Context: an optimization exercise on an open-source flow, tuned for small area. The choices shown serve that exercise and are no tape-out recipe. The RTL was checked by simulation tests, not by an equivalence proof against the original design. Power and IR drop assume default switching activity.

[flow/config.mk]
export PLATFORM = sky130hd
export DESIGN_NAME = cpu16
export DESIGN_NICKNAME = cpu16
export VERILOG_FILES = /design/flow/design.v
export SDC_FILE = /design/flow/constraint.sdc
export NUM_CORES = 4
export LEC_CHECK = 0
export CAP_MARGIN = 0
export CORE_MARGIN = 2
export CORE_UTILIZATION = 66
export CTS_BUF_LIST = sky130_fd_sc_hd__clkbuf_8
export CTS_CLUSTER_DIAMETER = 80
export CTS_CLUSTER_SIZE = 18
export GPL_TIMING_DRIVEN = 0
export PLACE_DENSITY = 0.8
export SLEW_MARGIN = 0
export SYNTH_HIERARCHICAL = 1
[flow/constraint.sdc]
create_clock -name core_clock -period 15.0 [get_ports {clk}]
set_input_delay 3.0000 -clock core_clock [delete_from_list [all_inputs] [get_ports {clk}]]
set_output_delay 3.0000 -clock core_clock [all_outputs]
set_load 0.01 [all_outputs]
[flow/design.v]
module g_a22o(input a1, a2, b1, b2, output y);
	assign y = (a1 & a2) | (b1 & b2);
endmodule
module g_a222oi(input a1, a2, b1, b2, c1, c2, output y);
	assign y = ~((a1 & a2) | (b1 & b2) | (c1 & c2));
endmodule
module g_a22oi(input a1, a2, b1, b2, output y);
	assign y = ~((a1 & a2) | (b1 & b2));
endmodule
module g_o22a(input a1, a2, b1, b2, output y);
	assign y = (a1 | a2) & (b1 | b2);
endmodule
module g_a21oi(input a1, a2, b1, output y);
	assign y = ~((a1 & a2) | b1);
endmodule
module g_o21ai(input a1, a2, b1, output y);
	assign y = ~((a1 | a2) & b1);
endmodule
module g_nand2(input a, b, output y);
	assign y = ~(a & b);
endmodule
module g_nor2(input a, b, output y);
	assign y = ~(a | b);
endmodule
module g_and2(input a, b, output y);
	assign y = a & b;
endmodule
module g_xor2(input a, b, output y);
	assign y = a ^ b;
endmodule
module g_xnor2(input a, b, output y);
	assign y = ~(a ^ b);
endmodule
module g_and3(input a, b, c, output y);
	assign y = a & b & c;
endmodule
module g_nand3(input a, b, c, output y);
	assign y = ~(a & b & c);
endmodule
module g_nand4(input a, b, c, d, output y);
	assign y = ~(a & b & c & d);
endmodule
module g_mux2(input a0, a1, s, output y);
	assign y = s ? a1 : a0;
endmodule
module g_mux2i(input a0, a1, s, output y);
	assign y = ~(s ? a1 : a0);
endmodule
module g_inv(input a, output y);
	assign y = ~a;
endmodule
module rdbit(input [15:0] d, input [15:0] s, output y);
	wire l0, l1, l2, l3, l4, l5, t;
	g_a222oi u0(d[0], s[0], d[1], s[1], d[2], s[2], l0);
	g_a222oi u1(d[3], s[3], d[4], s[4], d[5], s[5], l1);
	g_a222oi u2(d[6], s[6], d[7], s[7], d[8], s[8], l2);
	g_a222oi u3(d[9], s[9], d[10], s[10], d[11], s[11], l3);
	g_a222oi u4(d[12], s[12], d[13], s[13], d[14], s[14], l4);
	g_nand2 u5(d[15], s[15], l5);
	g_and3 u6(l0, l1, l2, t);
	g_nand4 u7(t, l3, l4, l5, y);
endmodule
module predec(input [3:0] a, input en, output [3:0] lo, output [3:0] hi);
	wire [3:0] an;
	genvar k;
	generate
		for (k = 0; k < 4; k = k + 1) begin : iv
			g_inv u(a[k], an[k]);
		end
		for (k = 0; k < 4; k = k + 1) begin : pd
			g_and3 ul(en, k[0] ? a[0] : an[0], k[1] ? a[1] : an[1], lo[k]);
			g_nor2 uh(k[0] ? an[2] : a[2], k[1] ? an[3] : a[3], hi[k]);
		end
	endgenerate
endmodule
module predec2(input [3:0] a, input en0, en1, output [3:0] lo0, output [3:0] lo1, output [3:0] hi);
	wire [3:0] an;
	genvar k;
	generate
		for (k = 0; k < 4; k = k + 1) begin : iv
			g_inv u(a[k], an[k]);
		end
		for (k = 0; k < 4; k = k + 1) begin : pd
			g_and3 ul0(en0, k[0] ? a[0] : an[0], k[1] ? a[1] : an[1], lo0[k]);
			g_and3 ul1(en1, k[0] ? a[0] : an[0], k[1] ? a[1] : an[1], lo1[k]);
			g_nor2 uh(k[0] ? an[2] : a[2], k[1] ? an[3] : a[3], hi[k]);
		end
	endgenerate
endmodule
module sel16(input [3:0] lo, input [3:0] hi, output [15:0] y);
	wire [15:0] yn;
	genvar k;
	generate
		for (k = 0; k < 16; k = k + 1) begin : o
			g_nand2 un(lo[k % 4], hi[k / 4], yn[k]);
			g_inv ui(yn[k], y[k]);
		end
	endgenerate
endmodule
module dec16(input [3:0] a, input en, output [15:0] y);
	wire [3:0] lo, hi;
	wire [15:0] yn;
	predec u(.a(a), .en(en), .lo(lo), .hi(hi));
	genvar k;
	generate
		for (k = 0; k < 16; k = k + 1) begin : o
			g_nand2 un(lo[k % 4], hi[k / 4], yn[k]);
			g_inv ui(yn[k], y[k]);
		end
	endgenerate
endmodule
module selw(input [3:0] lo, input [3:0] hi, output [15:0] y, output [15:0] yn);
	wire [15:0] t;
	genvar k;
	generate
		for (k = 0; k < 16; k = k + 1) begin : o
			g_nand2 un(lo[k % 4], hi[k / 4], t[k]);
			g_inv ui(t[k], y[k]);
			g_inv uj(y[k], yn[k]);
		end
	endgenerate
endmodule
module resmux(input l2, s, shl, shr, es, sl, sr, output yn);
	wire l1;
	g_a222oi u0(s, es, shl, sl, shr, sr, l1);
	g_and2 u1(l1, l2, yn);
endmodule
module resmux_e(input g, p, s, shl, shr, es, ca, cx, sl, sr, output yn);
	wire l1 = ~((s & es) | (shl & sl) | (shr & sr));
	wire l2 = ~((g & ca) | (p & cx));
	assign yn = l1 & l2;
endmodule
module alu2(input [1:0] a, input [1:0] bx, input c, input es, ca, cx, can, cxn,
	input [1:0] shl, input [1:0] shr, input sl, sr, output c2, output [1:0] res);
	wire p0, g0, cn1, s0;
	wire pn1, gn1, s1, l21;
	wire [1:0] rn;
	g_xor2 u0(a[0], bx[0], p0);
	g_and2 u1(a[0], bx[0], g0);
	g_a21oi u2(p0, c, g0, cn1);
	g_xor2 u3(p0, c, s0);
	resmux_e u5(g0, p0, s0, shl[0], shr[0], es, ca, cx, sl, sr, rn[0]);
	g_inv u6(rn[0], res[0]);
	g_xnor2 v0(a[1], bx[1], pn1);
	g_nand2 v1(a[1], bx[1], gn1);
	g_o21ai v2(pn1, cn1, gn1, c2);
	g_xor2 v3(pn1, cn1, s1);
	g_o22a v4(gn1, can, pn1, cxn, l21);
	resmux v5(l21, s1, shl[1], shr[1], es, sl, sr, rn[1]);
	g_inv v6(rn[1], res[1]);
endmodule
module shifter(input [15:0] a, input rev, revn, input [3:0] nb, output [15:0] y);
	wire [15:0] s0, s1, s2, s3;
	wire [3:0] n, nn;
	genvar i;
	generate
		for (i = 0; i < 4; i = i + 1) begin : sel
			g_inv u0(nb[i], nn[i]);
			g_inv u1(nn[i], n[i]);
		end
		for (i = 0; i < 16; i = i + 1) begin : st
			g_a22o ur(a[i], revn, a[15-i], rev, s0[i]);
			if (i >= 1) begin : a1
				g_a22o u(s0[i], nn[0], s0[i-1], n[0], s1[i]);
			end else begin : b1
				g_and2 u(s0[i], nn[0], s1[i]);
			end
			if (i >= 2) begin : a2
				g_a22o u(s1[i], nn[1], s1[i-2], n[1], s2[i]);
			end else begin : b2
				g_and2 u(s1[i], nn[1], s2[i]);
			end
			if (i >= 4) begin : a3
				g_a22o u(s2[i], nn[2], s2[i-4], n[2], s3[i]);
			end else begin : b3
				g_and2 u(s2[i], nn[2], s3[i]);
			end
			if (i >= 8) begin : a4
				g_a22o u(s3[i], nn[3], s3[i-8], n[3], y[i]);
			end else begin : b4
				g_and2 u(s3[i], nn[3], y[i]);
			end
		end
	endgenerate
endmodule
module ctrl(
	input [4:0] op,
	input [3:0] x,
	input [3:0] y,
	input cf,
	input rst,
	output wr, addr_en, ena, aimm, enb, immb, binv, cin, es, ca, cx, can, cxn,
	output shl_op, shr_op, rev, revn, cf_upd, jump
	);
	wire o4 = op[4], o3 = op[3], o2 = op[2], o1 = op[1], o0 = op[0];
	wire x02, x10, x21, x1c;
	g_xor2 ux0(o0, o2, x02);
	g_xor2 ux1(o1, o0, x10);
	g_xor2 ux2(o2, o1, x21);
	g_xor2 ux3(o1, o0 & cf, x1c);
	wire xnz = |x;
	wire ynz = |y;
	wire wrop = (~o4 & ~o3 & ((~o2 & ~o1) | (o2 & o1 & ~o0))) |
	            (~o4 & o3 & ~(o2 & o1 & o0)) |
	            (o4 & ~o3 & ~(o2 & o1));
	assign wr = wrop & ~rst;
	assign addr_en = wrop | (~o4 & ~o3 & o2 & ~o1 & ~o0);
	wire iiform = ~o3 & o2 & (o4 ? o1 : (~o1 & o0));
	assign aimm = iiform & xnz;
	assign ena = ~(aimm | (~o4 & ~o3 & o1 & ~o0));
	wire imm_x = o4 ? o1 : o0;
	assign immb = ~o3 & o2 & (o4 | o1 | o0) & (ynz | (imm_x & xnz));
	assign enb = ~immb & (o4 | o3 | o2);
	assign binv = o4 ? (o2 ? o0 : o1) : (~o3 & ~o1 & x02);
	assign cin = o4 ? (o2 ? o0 : x1c) : (~o1 & ~o0);
	assign es = ~o3 & (o4 | (~o1 & ~(o2 & o0)) | (o2 & o1 & ~o0));
	assign ca = ~o4 & o3 & ~o2 & ~o1;
	assign cx = ~o4 & o3 & ~o2 & x10;
	assign can = ~ca;
	assign cxn = ~cx;
	assign shl_op = ~o4 & o3 & o0 & x21;
	assign shr_op = ~o4 & o3 & o2 & ~o0;
	assign rev = o2 & ~o0;
	assign revn = ~rev;
	assign cf_upd = o4 & ~o3 & ~o0 & (~o1 | o2);
	assign jump = ~o4 & ~o3 & o2 & ~o1 & o0;
endmodule
module cpu16(
	input clk,
	input rst,
	input [15:0] instr,
	output [7:0] pc,
	output wb_en,
	output [3:0] wb_addr,
	output [15:0] wb_data
    );
	wire [4:0] op = instr[15:11];
	wire [3:0] x = instr[7:4];
	wire [3:0] y = instr[3:0];
	reg [255:0] rf;
	reg [7:0] pc_q;
	reg cf;
	wire wr, addr_en, ena, aimm, enb, immb, binv, cin, es, ca, cx, can, cxn;
	wire shl_op, shr_op, rev, revn, cf_upd, jump;
	ctrl u_ctrl(.op(op), .x(x), .y(y), .cf(cf), .rst(rst),
		.wr(wr), .addr_en(addr_en), .ena(ena), .aimm(aimm), .enb(enb), .immb(immb), .binv(binv), .cin(cin),
		.es(es), .ca(ca), .cx(cx), .can(can), .cxn(cxn),
		.shl_op(shl_op), .shr_op(shr_op), .rev(rev), .revn(revn),
		.cf_upd(cf_upd), .jump(jump));
	wire [15:0] sa, sb, sw, swn;
	wire [3:0] lo_a, lo_w, hi_x;
	predec2 u_pdx(.a(x), .en0(ena), .en1(wr), .lo0(lo_a), .lo1(lo_w), .hi(hi_x));
	sel16 u_sela(.lo(lo_a), .hi(hi_x), .y(sa));
	selw u_selw(.lo(lo_w), .hi(hi_x), .y(sw), .yn(swn));
	dec16 u_decb(.a(y), .en(enb), .y(sb));
	wire [15:0] ra, rb;
	genvar i, j;
	generate
		for (i = 0; i < 16; i = i + 1) begin : rd
			wire [15:0] col;
			for (j = 0; j < 16; j = j + 1) begin : c
				assign col[j] = rf[16*j + i];
			end
			rdbit ua(.d(col), .s(sa), .y(ra[i]));
			rdbit ub(.d(col), .s(sb), .y(rb[i]));
		end
	endgenerate
	wire [15:0] a = {ra[15:4], ra[3:0] | (x & {4{aimm}})};
	wire [15:0] b = {rb[15:4], rb[3:0] | (y & {4{immb}})};
	wire [15:0] bx = b ^ {16{binv}};
	wire big = |b[15:4];
	wire sl = shl_op & ~big;
	wire sr = shr_op & ~big;
	wire [15:0] sh;
	shifter u_sh(.a(a), .rev(rev), .revn(revn), .nb(b[3:0]), .y(sh));
	wire [16:0] c;
	wire [15:0] result;
	assign c[0] = cin;
	generate
		for (i = 0; i < 16; i = i + 2) begin : alu
			alu2 u(.a(a[i+1:i]), .bx(bx[i+1:i]), .c(c[i]), .es(es), .ca(ca), .cx(cx),
				.can(can), .cxn(cxn), .shl(sh[i+1:i]), .shr({sh[14-i], sh[15-i]}),
				.sl(sl), .sr(sr), .c2(c[i+2]), .res(result[i+1:i]));
		end
	endgenerate
	wire [255:0] rf_d;
	generate
		for (j = 0; j < 16; j = j + 1) begin : wrow
			for (i = 0; i < 16; i = i + 1) begin : wb
				g_a22o u(.a1(sw[j]), .a2(result[i]), .b1(swn[j]), .b2(rf[16*j + i]), .y(rf_d[16*j + i]));
			end
		end
	endgenerate
	always @(posedge clk)
		rf <= rf_d;
	always @(posedge clk) begin
		if (rst)
			pc_q <= 8'b0;
		else if (jump)
			pc_q <= {a[3:0], b[3:0]};
		else
			pc_q <= pc_q + 8'd1;
	end
	always @(posedge clk) begin
		if (rst)
			cf <= 1'b0;
		else if (cf_upd)
			cf <= c[16];
	end
	assign wb_en = wr;
	assign wb_addr = x & {4{addr_en}};
	assign wb_data = result;
	assign pc = pc_q;
endmodule
[flow/flow/run.sh]
#!/bin/bash
# Standard layout flow, with smaller port buffers and area recovery after
# global routing. Each tool's output is logged by standard.sh under orfs/logs.
set -e
cp standard.sh standard_sh.txt
export BUFFER_PORTS_ARGS="-buffer_cell sky130_fd_sc_hd__buf_1"
export RECOVER_POWER=100
bash standard.sh > standard_run.log 2>&1
[flow/standard.sh]
#!/bin/bash
# synth_recipe.tcl (not shown) runs the flow's synth.tcl, then flattens the netlist and writes it again
# the make line also repeats each setting of config.mk as NAME=value (left out here)
make -C /OpenROAD-flow-scripts/flow DESIGN_CONFIG=/design/flow/config.mk WORK_HOME=/design/flow/orfs CLKGATE_MAP_FILE= SYNTH_SCRIPT=/design/flow/synth_recipe.tcl "${@:-finish}"
==> results.json, run 1 <==
{
  "outcome": "finished clean",
  "yosys.area.top_type": "dfxtp_1",
  "grt_max_degree": 19,
  "crit_fanout": 17,
  "min_from": "rf[13]$_DFF_P_",
  "n_fill_cell": 1469,
  "p_per_area_mw_per_mm2": 133.0,
  "yosysMostFrequentCell": "a22o_1",
  "grt_usage_pct": 42.93,
  "maxSlewHeadroom_pct": 11.82,
  "rrSetupSlack_ns": 8.30,
  "leakage_nw": 5.406,
  "finClkSkew_ns": 0.03207,
  "nets": 1358,
  "path_clk_slew_ns": 0.11,
  "dpl.cell_count": 1579,
  "cts_tree": "built",
  "grt_pass1_wl_mm": 67.02,
  "cp.arrival_ns": 10.97,
  "crit_slowest_cell": "a222oi_1",
  "setup_ws_ns": 1.026,
  "place_congestion": 1.017,
  "ys_ff_latch": 265,
  "hold_viol_final": 0,
  "syn-num-nets": 1295,
  "die_w_um": 142.9,
  "cp-end-kind": "output port",
  "dieArea_mm2": 0.02041,
  "p_total_mw": 1.794,
  "report.final.slew_viol_count": 0,
  "rr_worst_depth": 26,
  "synth_seq_area_share_pct": 41.69,
  "critPathBufInv": 5,
  "worstSetupStartpointType": "primary input",
  "ir_worst_vdd_uv": 97.83,
  "syn_to_final_growth_pct": 5.978,
  "path_delay_family": "compound AO/OA/AOI/OAI gates",
  "clockRootBuffer": "clkbuf_8",
  "io_pins": 47,
  "cp-startpoint": "instr[11]",
  "antenna_found_initial": 2,
  "die-height_um": 142.9,
  "setup_tns_ns": 0,
  "synth_edf_count": 0,
  "cts_buffers": 18,
  "synth_top_area_share_pct": 41.69,
  "drt_iter0_markers": 2808,
  "min_path_type": "register to register",
  "crit_type": "primary input to output port",
  "wirelength_mm": 45.63,
  "viasPerCell": 7.904,
  "clk_latency_ns": 0.56,
  "period_minus_slack_ns": 13.97,
  "cp_common_cell": "a21oi_2",
  "syn_avg_cell_area_um2": 9.972,
  "async_reset_ff_share_pct": 0,
  "cts.sinks": 265,
  "setup_viol": 0,
  "final_cells": 1600,
  "synth_warnings": 7,
  "cp_num_cells": 34,
  "hold_buffers": 0,
  "n_antenna_cell": 0,
  "fmax_mhz": 71.56,
  "post-route-util_pct": 71.61,
  "final.period_utilization_pct": 93.16,
  "cap_violations": 0,
  "ys.flop_type": "dfxtp_1",
  "core-area_mm2": 0.01883,
  "crit_end": "wb_data[15]",
  "netlist_area_mm2": 0.01272,
  "cp.required_ns": 12.00,
  "reg2reg_from": "rf[96]$_DFF_P_",
  "ant_nets": 0,
  "final_layout_size_suffix_gt1_share_pct": 2.687,
  "numPortBuffers": 43,
  "num_rows": 50,
  "grt-ovfl-total": 0,
  "rsz0062_at_grt": "false",
  "route.detailed.drc": 0,
  "start_util_pct": 67.57,
  "grt_pass1_vias": 11320,
  "ys_top_cells_by_area": "dfxtp_1 42%, a22o_1 22%, a222oi_1 14%, inv_1 3.3%, nand2_1 3.2%",
  "slowest_delay_ns": 0.64,
  "worstMarginPinSlew_ns": 1.323,
  "place_ws_ns": 1.743,
  "syn_inst": 1276,
  "cts_max_level": 1,
  "routedWlPerCell_um": 28.52,
  "synthTopCellsByCount": "321 x a22o_1, 265 x dfxtp_1, 176 x a222oi_1",
  "vias": 12650,
  "ys_types": 45,
  "cts_setup_buffers": 0,
  "cts_resized": 0,
  "dp_hpwl_mm": 29.44,
  "first_pass_iters": 15,
  "cts_max_path_buffers": 3,
  "rr_endpoint": "rf[207]$_DFF_P_"
}
[placed cells by master (no fill, tap or decap), types with 2 or more instances in the layout]
cell type and count:
xor2_1 44, buf_4 2, inv_1 112, mux2i_1 2
a21o_1 5, nand3_1 6, a21oi_2 6, xnor2_1 12
clkbuf_1 3, and2_1 24, a31oi_1 2, o21ai_1 5
nand2b_1 3, and2_0 14, o21bai_1 3, a211oi_1 5
nand4_1 32, buf_2 2, or3_1 2, nor4_1 6
dfxtp_1 265, buf_1 43, nand2_1 108, o21ai_0 8
clkbuf_8 18, a21oi_1 13, nor2_1 19, a222oi_1 176
a22o_1 321, nor3_1 3, and3_1 52, o22a_1 8
[per-module statistics from Yosys, one instance, submodules excluded, a selection]
module    area (um^2)  cells inside  flops+latches  copies in the design
g_a21oi         8.758             1              0                     8
ctrl            330.3            50              0                     1
resmux_e        23.77             4              0                     8
g_o21ai         5.005             1              0                     8
g_nand2         3.754             1              0                    88
g_nand4         6.256             1              0                    32
g_xor2          8.758             1              0                    28
g_xnor2         8.758             1              0                     8
g_and3          6.256             1              0                    44
g_inv           3.754             1              0                    96
g_and2          6.256             1              0                    31
[layer usage]
layer	wire [um]	GRT usage (%)	vias to the layer above
met5	27	0	-
met4	2184	18.39	4
met3	7268	12.64	117
met2	18420	58.96	1088
met1	17730	62.31	5996
li1	-	-	5442
[cells by family (layout without fill, tap and decap cells)]
| logic type | after synthesis | after routing | share of synthesized area [%] |
|---|---|---|---|
| compound gates | 559 | 559 | 39.39 |
| xor+xnor | 56 | 56 | 3.854 |
| fa+ha+maj | 1 | 1 | 0.09831 |
| buf+inv | 119 | 183 | 3.658 |
| flops | 265 | 265 | 41.69 |
| mux | 2 | 2 | 0.1573 |
| simple gates | 274 | 274 | 11.15 |
[report_power, final]
part           total [mW]  internal, mW  switching, mW
logic               0.509         0.193          0.316
clock network       0.351         0.128          0.223
registers           0.934         0.831          0.103
[worst register-to-register path, delay by kind of cell (launching register included)]
kind | cells | cell delay [ns]
compound gates | 19 | 4.58
xor+xnor | 3 | 0.68
buf+inv | 1 | 0.34
flops | 1 | 0.34
simple gates | 3 | 0.65
[through the flow]
| step | area (um^2) | hold slack, ns |
|---|---|---|
| floorplan | 12720 | 0.4522 |
| global placement | 13210 | 0.4737 |
| detailed placement | 13210 | 0.4777 |
| CTS | 13500 | 0.5100 |
| global route | 13490 | 0.5261 |
| finish | 13490 | 0.5104 |
[final cells by class]
class | count | area [um^2] | area share [%]
Multi-Input combinational cell | 892 | 6939 | 51.46
Sequential cell | 265 | 5305 | 39.34
Inverter | 111 | 416.7 | 3.090
Tap cell | 260 | 325.3 | 2.412
Clock buffer | 18 | 247.7 | 1.837
Timing Repair Buffer | 43 | 161.4 | 1.197
Buffer | 8 | 47.55 | 0.3526
Clock inverter | 3 | 42.54 | 0.3155
[worst min-delay path by stage]
stage	endpoint	slack, ns	cells after the start
2_1_floorplan	cf$_SDFFE_PP0P_	0.45	2
3_3_place_gp	rf[59]$_DFF_P_	0.47	1
3_5_place_dp	rf[245]$_DFF_P_	0.48	1
4_1_cts	rf[245]$_DFF_P_	0.51	1
5_1_grt	rf[71]$_DFF_P_	0.53	1
6_report	rf[13]$_DFF_P_	0.51	1
[registers in the layout (all words and copies together), names as in the netlist]
signal  cells
pc_q        8
cf          1
rf        256
==> run 2, diff against run 1 <==
==> flow/run.sh (new file) <==
#!/bin/bash
# synth_recipe.tcl (not shown) runs the flow's synth.tcl, then flattens the netlist and writes it again
# the make line also repeats each setting of config.mk as NAME=value (left out here)
make -C /OpenROAD-flow-scripts/flow DESIGN_CONFIG=/design/flow/config.mk WORK_HOME=/design/flow/orfs CLKGATE_MAP_FILE= SYNTH_SCRIPT=/design/flow/synth_recipe.tcl finish
--- a/flow/config.mk
+++ b/flow/config.mk
@@ -9,8 +9,7 @@
 export CORE_MARGIN = 2
-export CORE_UTILIZATION = 66
+export CORE_UTILIZATION = 60
 export CTS_BUF_LIST = sky130_fd_sc_hd__clkbuf_8
 export CTS_CLUSTER_DIAMETER = 80
-export CTS_CLUSTER_SIZE = 18
-export GPL_TIMING_DRIVEN = 0
-export PLACE_DENSITY = 0.8
+export CTS_CLUSTER_SIZE = 16
+export PLACE_DENSITY = 0.75
 export SLEW_MARGIN = 0
removed: flow/flow/run.sh
removed: flow/standard.sh
==> results.json, run 2 <==
{
  "die_w_um": 149.6,
  "grt_usage_pct": 40.99,
  "ir_worst_vdd_uv": 94.33,
  "n_fill_cell": 1794,
  "place_congestion": 1.080,
  "antenna_found_initial": 3,
  "cp-end-kind": "output port",
  "worstMarginPinSlew_ns": 1.079,
  "path_clk_slew_ns": 0.09,
  "min_path_type": "register to register",
  "cp.required_ns": 12.00,
  "cts_resized": 0,
  "rr_worst_depth": 25,
  "async_reset_ff_share_pct": 0,
  "hold_buffers": 0,
  "n_antenna_cell": 0,
  "synth_seq_area_share_pct": 41.69,
  "cts_tree": "built",
  "cp_num_cells": 34,
  "rrSetupSlack_ns": 8.72,
  "cp.arrival_ns": 11.39,
  "route.detailed.drc": 0,
  "netlist_area_mm2": 0.01272,
  "yosys.area.top_type": "dfxtp_1",
  "cts_buffers": 20,
  "wirelength_mm": 47.21,
  "final.period_utilization_pct": 95.91,
  "first_pass_iters": 13,
  "leakage_nw": 5.648,
  "nets": 1381,
  "outcome": "finished clean",
  "p_per_area_mw_per_mm2": 131.5,
  "yosysMostFrequentCell": "a22o_1",
  "ys_top_cells_by_area": "dfxtp_1 42%, a22o_1 22%, a222oi_1 14%, inv_1 3.3%, nand2_1 3.2%",
  "start_util_pct": 60.92,
  "critPathBufInv": 5,
  "syn-num-nets": 1295,
  "final_common_cell": "a22o_1",
  "syn_to_final_growth_pct": 9.774,
  "syn_avg_cell_area_um2": 9.972,
  "final_cell_mix": "321 x a22o_1, 265 x dfxtp_1, 176 x a222oi_1",
  "vias": 12690,
  "cap_violations": 0,
  "clk_latency_ns": 0.58,
  "setup_viol": 0,
  "hold_viol_final": 0,
  "final_cell_area_mm2": 0.01397,
  "setup_tns_ns": 0,
  "multi_input_area_mm2": 0.006954,
  "numPortBuffers": 43,
  "fmax_mhz": 69.51,
  "dieArea_mm2": 0.02239,
  "grt_pass1_wl_mm": 69.95,
  "cts_setup_buffers": 0,
  "placed_cell_area_mm2": 0.01367,
  "maxSlewHeadroom_pct": 27.78,
  "path_delay_family": "compound AO/OA/AOI/OAI gates",
  "largest_reg_flops": 256,
  "cts_max_level": 1,
  "holdPathStages": 1,
  "synth_edf_count": 0,
  "largest_register": "rf",
  "ant_nets": 0,
  "ys_ff_latch": 265,
  "ys.flop_type": "dfxtp_1",
  "crit_fanout": 17,
  "clockRootBuffer": "clkbuf_8",
  "finClkSkew_ns": 0.04030,
  "routedWlPerCell_um": 28.84,
  "ys_types": 45,
  "syn_inst": 1276,
  "io_pins": 47,
  "final_layout_size_suffix_gt1_share_pct": 4.846,
  "drt_iter0_markers": 2432,
  "num_rows": 53,
  "register_area_mm2": 0.005305,
  "grt-ovfl-total": 0,
  "slowest_delay_ns": 0.89,
  "rsz0062_at_grt": "false",
  "worstSetupStartpointType": "primary input",
  "synth_top_area_share_pct": 41.69,
  "cts_max_path_buffers": 3,
  "viasPerCell": 7.754,
  "period_minus_slack_ns": 14.39,
  "grt_pass1_vias": 11340,
  "cts.sinks": 265,
  "die-height_um": 149.6,
  "core-area_mm2": 0.02089,
  "grt_max_degree": 19,
  "top_regs": "rf: 256 flops, pc_q: 8 flops, cf: 1 flops",
  "report.final.slew_viol_count": 0,
  "synth_warnings": 7,
  "dp_hpwl_mm": 30.76,
  "crit_type": "primary input to output port",
  "crit_slowest_cell": "clkdlybuf4s50_1",
  "synthTopCellsByCount": "321 x a22o_1, 265 x dfxtp_1, 176 x a222oi_1"
}
run 2: changes by cell type in the layout (fill, tap and decap cells not counted), moves of 3 or more:
| cell | previous run | this run |
|---|---|---|
| clkdlybuf4s50_1 | 0 | 43 |
| and2_1 | 24 | 38 |
| o21ai_0 | 8 | 3 |
| clkbuf_1 | 3 | 0 |
| o21ai_1 | 5 | 10 |
| buf_1 | 43 | 0 |
| buf_4 | 2 | 29 |
| and2_0 | 14 | 0 |
run 2: report_power, final:
group | leakage, nW | internal (mW) | switching, mW
clock network | 0.155 | 0.124 | 0.233
registers | 2.16 | 0.831 | 0.102
logic | 3.33 | 0.224 | 0.323
total | 5.65 | 1.18 | 0.658
run 2: cells by family (layout without fill, tap and decap cells):
group           count (synthesis)  in the layout  synth area share (%)
compound gates                559            559                 39.39
buf+inv                       119            205                 3.658
simple gates                  274            274                 11.15
mux                             2              2                0.1573
flops                         265            265                 41.69
fa+ha+maj                       1              1               0.09831
xor+xnor                       56             56                 3.854
run 2: worst paths after layout:
path	startpoint	to
setup reg to reg	rf[97]$_DFF_P_	rf[127]$_DFF_P_
hold reg to reg	rf[250]$_DFF_P_	rf[250]$_DFF_P_
setup / recovery	instr[12]	wb_data[15]
hold / removal	rf[250]$_DFF_P_	rf[250]$_DFF_P_
run 2: layout make-up:
class / instances / area share [%]
tap: 275 / 2.463
multi-input combinational: 892 / 49.79
sequential: 265 / 37.98
inverter: 111 / 2.983
clock buffer: 20 / 1.971
clock inverter: 2 / 0.1791
timing repair buffer: 72 / 4.640
run 2: per-layer routing:
| layer | up-vias | global-route usage [%] | part of all wire, % |
|---|---|---|---|
| li1 | 5500 | - | - |
| met1 | 6130 | 59.00 | 40 |
| met2 | 930 | 56.70 | 40 |
| met3 | 131 | 9.360 | 13 |
| met4 | 2 | 21.62 | 6.2 |
| met5 | - | 0 | 0.028 |
run 2: modules after synthesis, one instance, submodules excluded, excerpt:
module | copies in the design | cell area [um^2]
g_nand2 | 88 | 3.754
g_a222oi | 168 | 10.01
cpu16 | 1 | 5826
g_xor2 | 28 | 8.758
g_and3 | 44 | 6.256
g_inv | 96 | 3.754
g_and2 | 31 | 6.256
g_nand4 | 32 | 6.256
resmux_e | 8 | 23.77
g_a22o | 321 | 8.758
run 2: metrics by stage:
step           hold WS (ns)  total power, mW  std cells  setup WS (ns)  utilization (%)
2_1_floorplan        0.4522            1.266       1276          3.822                -
3_3_place_gp         0.4742            1.451       1615          1.107            65.43
3_5_place_dp         0.4767            1.466       1615         0.9430            65.43
4_1_cts              0.5065            1.812       1637         0.9213            66.87
5_1_grt              0.5221            1.903       1637         0.1603            66.87
6_report             0.5077            1.836       1637         0.6131            66.87

-- static timing again, ports no longer ideal --
How much do the figures lean on ideal ports? The routed layouts below were timed once more, with nothing changed but the port constraints.
Step 1: set_driving_cell puts a clkbuf_16 on clk and a buf_2 on each other input, an assumption about the parent block.
Step 2 moves the port delays by t, midway between the first and last clock arrival at a register: inputs arrive t later, outputs are due t later. That takes back most of the time a late clock gives input paths.
a / b / c = ideal / step 1 / step 2; a / b = the first two.
run | shift t [ns] | setup slack, ns | worst setup path at the end | slew at the worst register clock pin (ns) | worst data-port slew with drivers (ns)
run 1 | 0.585 | 1.026 / 1.004 / 1.004 | input to output | 0.12 / 0.12 | 0.03
run 2 | 0.612 | 0.613 / 0.580 / 0.580 | input to output | 0.11 / 0.11 | 0.04
After both steps setup and hold are still met in every run listed. For run 2, which loses most, drivers alone change the setup slack by -0.033 ns; drivers and shift together by -0.033 ns.
